This is an optimization exercise on Yosys and OpenROAD, whose aim is small area, a short achievable clock period and few clock cycles, not a production implementation.
Function was checked by simulation only, so behaviour that the tests miss may differ from the original.
Power and IR drop assume default switching activity.

**design/flow/flow/run.sh**
```bash
#!/bin/bash
# The standard layout with four changes:
#  - the port buffers are buf_1 cells instead of the resizer's default
#    choice (clkdlybuf4s50_1);
#  - timing repair aims for more setup slack than the standard flow;
#  - clock tree synthesis adds no dummy loads;
#  - after the standard synthesis, each mux4 cell is rebuilt from NAND gates
#    (flow/eco.tcl), which is faster from its select inputs.
set -euo pipefail
export BUFFER_PORTS_ARGS="-buffer_cell sky130_fd_sc_hd__buf_1"
export SETUP_SLACK_MARGIN=6.4
export CTS_ARGS="-sink_clustering_enable -repair_clock_nets -buf_list sky130_fd_sc_hd__clkbuf_8 -dont_use_dummy_load"
bash standard.sh synth > synth.log 2>&1
R=$PWD/orfs/results/$FLOW_PLATFORM/wisc_cache/base
cat > eco_run.tcl <<EOT
read_db $R/1_synth.odb
source $PWD/flow/eco.tcl
write_db $R/1_synth.odb
EOT
openroad -no_init -exit eco_run.tcl > eco.log 2>&1
touch $R/1_synth.sdc
bash standard.sh > standard.log 2>&1
```
**design/flow/constraint.sdc**
```tcl
create_clock -name core_clock -period 12.0 [get_ports {clk}]
set_input_delay 2.4000 -clock core_clock [delete_from_list [all_inputs] [get_ports {clk}]]
set_output_delay 2.4000 -clock core_clock [all_outputs]
set_load 0.01 [all_outputs]
```
**design/flow/standard.sh**
```bash
#!/bin/bash
# synth_recipe.tcl (not shown) runs the flow's synth.tcl, then flattens the netlist and writes it again
# the make line also repeats each setting of config.mk as NAME=value (left out here)
make -C /OpenROAD-flow-scripts/flow DESIGN_CONFIG=/design/flow/config.mk WORK_HOME=/design/flow/orfs CLKGATE_MAP_FILE= SYNTH_SCRIPT=/design/flow/synth_recipe.tcl "${@:-finish}"
```
**design/flow/design.v**
```verilog
module wisc_cache (
   input         clk,
   input         rst,
   input  [15:0] Addr,
   input  [15:0] DataIn,
   input         Rd,
   input         Wr,
   output [15:0] DataOut,
   output        Done,
   output        Stall,
   output        CacheHit,
   output        err,
   output [51:0] bank_addr,     
   output [63:0] bank_wdata,    
   output [3:0]  bank_we,       
   input  [63:0] bank_rdata     
);
   wire [15:0] M_addr, M_data_in, M_data_out;
   wire M_wr, M_rd, M_stall, M_err;
   wire [3:0] M_busy;
   mem_system #(1) cache0 (
      .DataOut(DataOut), .Done(Done), .Stall(Stall), .CacheHit(CacheHit), .err(err),
      .Addr(Addr), .DataIn(DataIn), .Rd(Rd), .Wr(Wr), .createdump(1'b0),
      .clk(clk), .rst(rst),
      .M_addr(M_addr), .M_data_in(M_data_in), .M_wr(M_wr), .M_rd(M_rd),
      .M_data_out(M_data_out), .M_stall(M_stall), .M_busy(M_busy), .err_mem(M_err));
   wisc_fbm mem (
      .clk(clk), .rst(rst), .addr(M_addr), .data_in(M_data_in), .wr(M_wr), .rd(M_rd),
      .data_out(M_data_out), .stall(M_stall), .busy(M_busy), .err(M_err),
      .bank_addr(bank_addr), .bank_wdata(bank_wdata), .bank_we(bank_we),
      .bank_rdata(bank_rdata));
endmodule
module wisc_fbm (
   input         clk,
   input         rst,
   input  [15:0] addr,
   input  [15:0] data_in,
   input         wr,
   input         rd,
   output [15:0] data_out,
   output        stall,
   output [3:0]  busy,
   output        err,
   output [51:0] bank_addr,
   output [63:0] bank_wdata,
   output [3:0]  bank_we,
   input  [63:0] bank_rdata
);
   wire [3:0] sel;
   assign sel[0] = (addr[2:1] == 2'd0);
   assign sel[1] = (addr[2:1] == 2'd1);
   assign sel[2] = (addr[2:1] == 2'd2);
   assign sel[3] = (addr[2:1] == 2'd3);
   wire [3:0] en = sel & ~busy & {4{wr | rd}};
   assign stall = (wr | rd) & ~rst & (|(sel & busy));
   wire [15:0] d0, d1, d2, d3;
   wire [3:0] berr;
   wisc_bank m0 (.clk(clk), .rst(rst), .data_in(data_in), .addr(addr[15:3]), .wr(wr), .rd(rd), .enable(en[0]),
                 .data_out(d0), .err(berr[0]), .st_addr(bank_addr[12:0]), .st_wdata(bank_wdata[15:0]),
                 .st_we(bank_we[0]), .st_rdata(bank_rdata[15:0]));
   wisc_bank m1 (.clk(clk), .rst(rst), .data_in(data_in), .addr(addr[15:3]), .wr(wr), .rd(rd), .enable(en[1]),
                 .data_out(d1), .err(berr[1]), .st_addr(bank_addr[25:13]), .st_wdata(bank_wdata[31:16]),
                 .st_we(bank_we[1]), .st_rdata(bank_rdata[31:16]));
   wisc_bank m2 (.clk(clk), .rst(rst), .data_in(data_in), .addr(addr[15:3]), .wr(wr), .rd(rd), .enable(en[2]),
                 .data_out(d2), .err(berr[2]), .st_addr(bank_addr[38:26]), .st_wdata(bank_wdata[47:32]),
                 .st_we(bank_we[2]), .st_rdata(bank_rdata[47:32]));
   wisc_bank m3 (.clk(clk), .rst(rst), .data_in(data_in), .addr(addr[15:3]), .wr(wr), .rd(rd), .enable(en[3]),
                 .data_out(d3), .err(berr[3]), .st_addr(bank_addr[51:39]), .st_wdata(bank_wdata[63:48]),
                 .st_we(bank_we[3]), .st_rdata(bank_rdata[63:48]));
   assign data_out = d0 | d1 | d2 | d3;
   assign err = (wr | rd) & ((|berr) | addr[0]);
   reg [3:0] bsy0, bsy1, bsy2;
   always @(posedge clk) begin
      bsy0 <= rst ? 4'd0 : en;
      bsy1 <= rst ? 4'd0 : bsy0;
      bsy2 <= rst ? 4'd0 : bsy1;
   end
   assign busy = bsy0 | bsy1 | bsy2;
endmodule
module wisc_bank (
   input         clk,
   input         rst,
   input  [15:0] data_in,
   input  [12:0] addr,
   input         wr,
   input         rd,
   input         enable,
   output [15:0] data_out,
   output        err,
   output [12:0] st_addr,
   output [15:0] st_wdata,
   output        st_we,
   input  [15:0] st_rdata
);
   wire rd0 = rd & ~wr & enable & ~rst;
   wire wr0 = ~rd & wr & enable & ~rst;
   reg rd1, wr1, rd2, wr2, rd3, wr3;
   reg [12:0] addr_1c;
   reg [15:0] data_in_1c, dout;
   always @(posedge clk) begin
      rd1 <= rst ? 1'b0 : rd0;
      wr1 <= rst ? 1'b0 : wr0;
      rd2 <= rst ? 1'b0 : rd1;
      wr2 <= rst ? 1'b0 : wr1;
      rd3 <= rst ? 1'b0 : rd2;
      wr3 <= rst ? 1'b0 : wr2;
      addr_1c <= rst ? 13'd0 : addr;
      data_in_1c <= rst ? 16'd0 : data_in;
      dout <= rst ? 16'd0 : (rd1 ? st_rdata : 16'd0);
   end
   wire busy = rd1 | rd2 | rd3 | wr1 | wr2 | wr3;
   assign err = ((rd0 | wr0) & busy) | (rd & wr & enable & ~rst);
   assign data_out = dout;
   assign st_addr = addr_1c;
   assign st_wdata = data_in_1c;
   assign st_we = wr1 & ~rst;
endmodule

module mem_system(
   output [15:0] DataOut,
   output        Done,
   output        Stall,
   output        CacheHit,
   output        err,
   input  [15:0] Addr,
   input  [15:0] DataIn,
   input         Rd,
   input         Wr,
   input         createdump,
   input         clk,
   input         rst,
   output [15:0] M_addr,
   output [15:0] M_data_in,
   output        M_wr,
   output        M_rd,
   input  [15:0] M_data_out,
   input         M_stall,
   input  [3:0]  M_busy,
   input         err_mem
   );
   parameter memtype = 0;
   reg         line_v;           
   reg  [15:3] line_tag;
   reg  [3:0]  word_v;           
   reg  [15:0] w0, w1, w2, w3;
   reg  [1:0]  st;
   wire [1:0] wd = Addr[2:1];
   wire tag_hit = line_v & (line_tag == Addr[15:3]);
   wire [15:0] cword = wd[1] ? (wd[0] ? w3 : w2) : (wd[0] ? w1 : w0);
   wire bank_free = ~M_busy[wd];
   wire can_send = ~(st[1] ^ st[0]);
   wire rd_hit = Rd & tag_hit & word_v[wd] & can_send;
   wire rd_arr = (st == 2'b10);
   assign M_rd = Rd & ~rd_hit & bank_free & can_send;
   assign M_wr = Wr & bank_free;
   assign M_addr = Addr;
   assign M_data_in = DataIn;
   assign Done = rd_hit | rd_arr | M_wr;
   assign DataOut = rd_arr ? M_data_out : cword;
   assign CacheHit = (rd_hit | M_wr) & ~st[0];
   assign Stall = Rd | Wr;
   assign err = Addr[0] | (Rd & Wr);
   wire put = (M_wr & tag_hit) | rd_arr;
   wire [15:0] put_d = rd_arr ? M_data_out : DataIn;
   always @(posedge clk) begin
      if (rst) begin
         st <= 2'b00;
         line_v <= 1'b0;
         word_v <= 4'b0000;
      end else begin
         if (st == 2'b01)
            st <= 2'b10;
         else if (st == 2'b10)
            st <= 2'b00;
         else if (M_rd)
            st <= 2'b01;
         else if ((Rd | Wr) & ~Done)
            st <= 2'b11;
         else
            st <= 2'b00;
         if (M_rd & ~tag_hit) begin
            line_v <= 1'b1;
            word_v <= 4'b0000;
         end else if (put) begin
            word_v[wd] <= 1'b1;
         end
      end
      if (M_rd & ~tag_hit)
         line_tag <= Addr[15:3];
      if (put) begin
         case (wd)
            2'd0: w0 <= put_d;
            2'd1: w1 <= put_d;
            2'd2: w2 <= put_d;
            2'd3: w3 <= put_d;
         endcase
      end
   end
endmodule
```
**design/flow/flow/eco.tcl**
```tcl
# Replace each mux4 cell of the synthesized netlist with the same function
# built from NAND gates (two inverters, four nand3, one nand4), which is
# faster from the select inputs.
set db [ord::get_db]
set block [ord::get_db_block]
proc master {name} {
  set m [[ord::get_db] findMaster $name]
  if {$m eq "NULL" || $m eq ""} { error "no master $name" }
  return $m
}
proc pin_net {inst pin} { return [[$inst findITerm $pin] getNet] }
set n 0
foreach inst [$block getInsts] {
  set mname [[$inst getMaster] getName]
  if {![string match sky130_fd_sc_hd__mux4_* $mname]} { continue }
  set name [$inst getName]
  set a0 [pin_net $inst A0]; set a1 [pin_net $inst A1]
  set a2 [pin_net $inst A2]; set a3 [pin_net $inst A3]
  set s0 [pin_net $inst S0]; set s1 [pin_net $inst S1]
  set x  [pin_net $inst X]
  foreach it [$inst getITerms] { $it disconnect }
  odb::dbInst_destroy $inst
  set s0n [odb::dbNet_create $block ${name}_eco_s0n]
  set s1n [odb::dbNet_create $block ${name}_eco_s1n]
  set i0 [odb::dbInst_create $block [master sky130_fd_sc_hd__inv_1] ${name}_eco_i0]
  [$i0 findITerm A] connect $s0; [$i0 findITerm Y] connect $s0n
  set i1 [odb::dbInst_create $block [master sky130_fd_sc_hd__inv_1] ${name}_eco_i1]
  [$i1 findITerm A] connect $s1; [$i1 findITerm Y] connect $s1n
  set ts {}
  foreach {k sa sb d} [list 0 $s1n $s0n $a0 1 $s1n $s0 $a1 2 $s1 $s0n $a2 3 $s1 $s0 $a3] {
    set t [odb::dbNet_create $block ${name}_eco_t$k]
    set g [odb::dbInst_create $block [master sky130_fd_sc_hd__nand3_1] ${name}_eco_g$k]
    [$g findITerm A] connect $sa; [$g findITerm B] connect $sb; [$g findITerm C] connect $d
    [$g findITerm Y] connect $t
    lappend ts $t
  }
  set o [odb::dbInst_create $block [master sky130_fd_sc_hd__nand4_1] ${name}_eco_o]
  foreach p {A B C D} t $ts { [$o findITerm $p] connect $t }
  [$o findITerm Y] connect $x
  incr n
}
puts "ECO replaced $n mux4 cells"
```
**design/flow/config.mk**
```make
export PLATFORM = sky130hd
export DESIGN_NAME = wisc_cache
export DESIGN_NICKNAME = wisc_cache
export VERILOG_FILES = /design/flow/design.v
export SDC_FILE = /design/flow/constraint.sdc
export NUM_CORES = 4
export LEC_CHECK = 0
export ABC_CLOCK_PERIOD_IN_PS = 1000
export CAP_MARGIN = 20
export CORE_MARGIN = 2
export CORE_UTILIZATION = 40
export CTS_BUF_LIST = sky130_fd_sc_hd__clkbuf_8
export PLACE_DENSITY = 0.6
export SLEW_MARGIN = 20
```
==> run_results.csv <==
group,metric,value,unit
status,outcome,"no timing/DRC/antenna violations",
global_route,grt_usage,16.7,%
cells_and_area,drive_above_1_share,19.8,%
clock_tree,insertion_delay,0.46,ns
cells_and_area,num_antenna_cells,0,
floorplanning,io_pins,240,
sta,relSlewSlack,27.9,%
cells_and_area,multi_input_area,2440,um2
sta,fin_crit,6.19,ns
detailed_routing,highest_layer,"met4",
worst_hold_path,hp-class,"flip-flop to flip-flop",
sta,setup_tns,0,ns
sta,max_freq,162,MHz
clock_tree,cts_buffer_depth,2,
place,port_buffers,239,
synthesis,syn_area,7740,um2
setup_path,ff2ff_path_depth,6,
cells_and_area,final_cell_count_no_fill,1125,
detailed_routing,drt_iter0_drc,192,
detailed_routing,ant_nets,0,
setup_path,critPathKind,"primary input to primary output",
sta,drv_slew,0,
floorplanning,num_rows,50,
clock_tree,cts_buffers,17,
setup_path,critical_path_required,9.60,ns
floorplanning,die_h,143,um
sta,skew,0.0419,ns
detailed_routing,met1Wirelength,7930,um
power_and_ir_drop,pwr_density_cell,138,nW/um2
setup_path,startpoint_type,"primary input",
detailed_routing,dr_wl_met2,7790,um
detailed_routing,wl_met3,1040,um
cells_and_area,fin_nets,969,
synthesis,ys_warn_count,3,
floorplanning,start_util,41.1,%
detailed_routing,post_drt_wl_per_cell,15.2,um
worst_hold_path,hp-start,"cache0.line_v$_SDFFE_PP0P_",
setup_path,r2r_slack,9.14,ns
clock_tree,ctsHoldBuffers,0,
global_route,grt_first_pass_wirelength,25700,um
setup_path,rr_endpoint,"cache0.w0[8]$_DFFE_PP_",
place,dp_hpwl,10800,um
sta,rsz0062_at_grt,"true",
power_and_ir_drop,max-vdd-ir-drop,0.0661,mV
run,max-cap-violations,0,
setup_path,r2r-start,"cache0.st[0]$_SDFF_PP0_",
cells_and_area,fillers,1683,
detailed_routing,first_pass_iters,4,
power_and_ir_drop,p_leak,3.46,nW
worst_hold_path,hold_end,"cache0.line_v$_SDFFE_PP0P_",
detailed_routing,drc_errors,0,
cells_and_area,ff_latch_area,4710,um2
sta,hold_viol,0,
sta,timing.final.crit_share,51.6,%
synthesis,synthCells,694,
global_route,antenna_found_initial,0,
global_route,grt_max_degree,55,
sta,setup_violations,0,
clock_tree,clkSinkCount,197,
setup_path,crit_arrival,3.79,ns
worst_hold_path,min_path_cells,2,
floorplanning,die_w,143,um
place,routabilityCongestion,0.766,
setup_path,crit_fanout,3,
global_route,grt_overflow,0,
clock_tree,cts.clk_slew.worst_paths,0.07,ns
cells_and_area,syn2layout_area_growth,22.0,%
detailed_routing,vias,5250,
setup_path,end_kind,"primary output",
clock_tree,root_buffer,"clkbuf_8",
floorplanning,dieArea,20500,um2
sta,tightest_slew,1.08,ns
place,placed_cells,1086,
floorplanning,core,18800,um2
detailed_routing,vias_per_cell,4.67,
global_route,first_global_vias,4890,
synthesis,synth_nets,796,
clock_tree,htree_levels,4,
synthesis,avgSynthCellArea,11.2,um2
detailed_routing,wirelength,17100,um
clock_tree,cts_tree,"built",
routing by layer:
layer | GRT usage, % | vias up
met5 | 0 | -
met4 | 6.51 | 0
met3 | 4.06 | 23
met2 | 26.3 | 204
met1 | 22.3 | 2420
li1 | - | 2603
state kept, by name, summed over array words and instances (netlist names), 2 cells and up:
| signal | cells |
|---|---|
| cache0.line_tag | 13 |
| cache0.st | 2 |
| cache0.w0 | 16 |
| cache0.w1 | 16 |
| cache0.w2 | 16 |
| cache0.w3 | 16 |
| cache0.word_v | 4 |
| mem.bsy0 | 4 |
| mem.bsy1 | 4 |
| mem.bsy2 | 4 |
| mem.m0.dout | 16 |
| mem.m1.dout | 16 |
| mem.m2.addr_1c | 13 |
| mem.m2.dout | 16 |
| mem.m3.data_in_1c | 16 |
| mem.m3.dout | 16 |
layout by cell type (no fill, tap or decap), drive strengths merged:
cell type	count
a2111oi	1
a21o	1
a21oi	13
a22oi	1
a2bb2oi	1
a31oi	1
and2	66
and3	1
buf	265
clkbuf	20
dfxtp	120
edfxtp	77
ha	2
inv	38
nand2	18
nand2b	2
nand3	74
nand4	21
nor2	11
nor2b	47
nor3	6
nor3b	4
nor4	17
o211ai	1
o21a	30
o21ai	1
o21bai	2
o22ai	1
or2	2
or3	6
or4	2
xnor2	13
where the power goes:
part	switching [mW]	total, mW	leakage (nW)	internal (mW)
clock	0.195	0.321	0.122	0.126
combinational	0.131	0.230	1.66	0.0990
sequential	0.0136	0.750	1.68	0.737
worst max-delay path: stages:
cell	delay [ns]
buf_8	0.10
xnor2_2	0.11
nand4_1	0.16
or4_4	0.60
o21ai_4	0.16
and2_4	0.16
buf_6	0.09
cell type report:
type	count	area share, %
Tap cell	260	3.45
Timing Repair Buffer	268	16.2
Multi-Input combinational cell	345	25.9
Sequential cell	197	49.9
Clock buffer	17	2.48
Inverter	38	2.07
worst max path at each step:
stage / start / endpoint / slack (ns)
5_1_grt: Addr[10] / Done / 5.75
3_3_place_gp: Addr[2] / Done / 5.17
4_1_cts: Addr[11] / CacheHit / 5.81
2_1_floorplan: Addr[13] / CacheHit / 6.11
6_report: Addr[10] / CacheHit / 5.81
3_5_place_dp: Addr[2] / Done / 5.10
metrics by stage:
step / area (um2) / total power, mW / hold slack, ns / setup slack, ns / util [%]
after CTS: 9340 / 1.31 / 0.463 / 5.81 / 49.6
final: 9440 / 1.30 / 0.461 / 5.81 / 50.1
after detailed placement: 8420 / 0.955 / 0.452 / 5.10 / 44.7
after floorplan: 7990 / 0.907 / 0.426 / 6.11 / -
after global placement: 8420 / 0.953 / 0.440 / 5.17 / 44.7
after global routing: 9440 / 1.36 / 0.473 / 5.75 / 50.1
what timing repair did:
action                                  4_1_cts  5_1_grt
cloned                                        9        0
buffers inserted                              8        5
pin swaps                                    38       14
endpoints found under the setup margin       22       20
gates resized for setup                     114       24
Testbench counts, summed over its fixed seeds: cycles 54,441.

==> static timing again, ports no longer ideal <==
The results above use ideal ports. As a check the final layout listed here was re-extracted and re-timed, cells and wires unchanged.
Step 1 (the two cells are an assumption about what drives the block):
set clk [get_ports {clk}]
set_driving_cell -lib_cell sky130_fd_sc_hd__clkbuf_16 $clk
set_driving_cell -lib_cell sky130_fd_sc_hd__buf_2 [delete_from_list [all_inputs] $clk]
Step 2 moves the port delays by t, midway between the first and last clock arrival at a register: inputs arrive t later, outputs are due t later. That takes back most of the time a late clock gives input paths.
Three values: ideal, step 1, step 2; two values: the first two.
t, ns: 0.480
setup WS [ns]: 5.810 / 5.769 / 5.769
hold slack, ns: 0.461 / 0.461 / 0.461
After both steps setup and hold are still met in this run. The setup slack of this run moves by -0.041 ns with the drivers and by -0.041 ns with both steps.
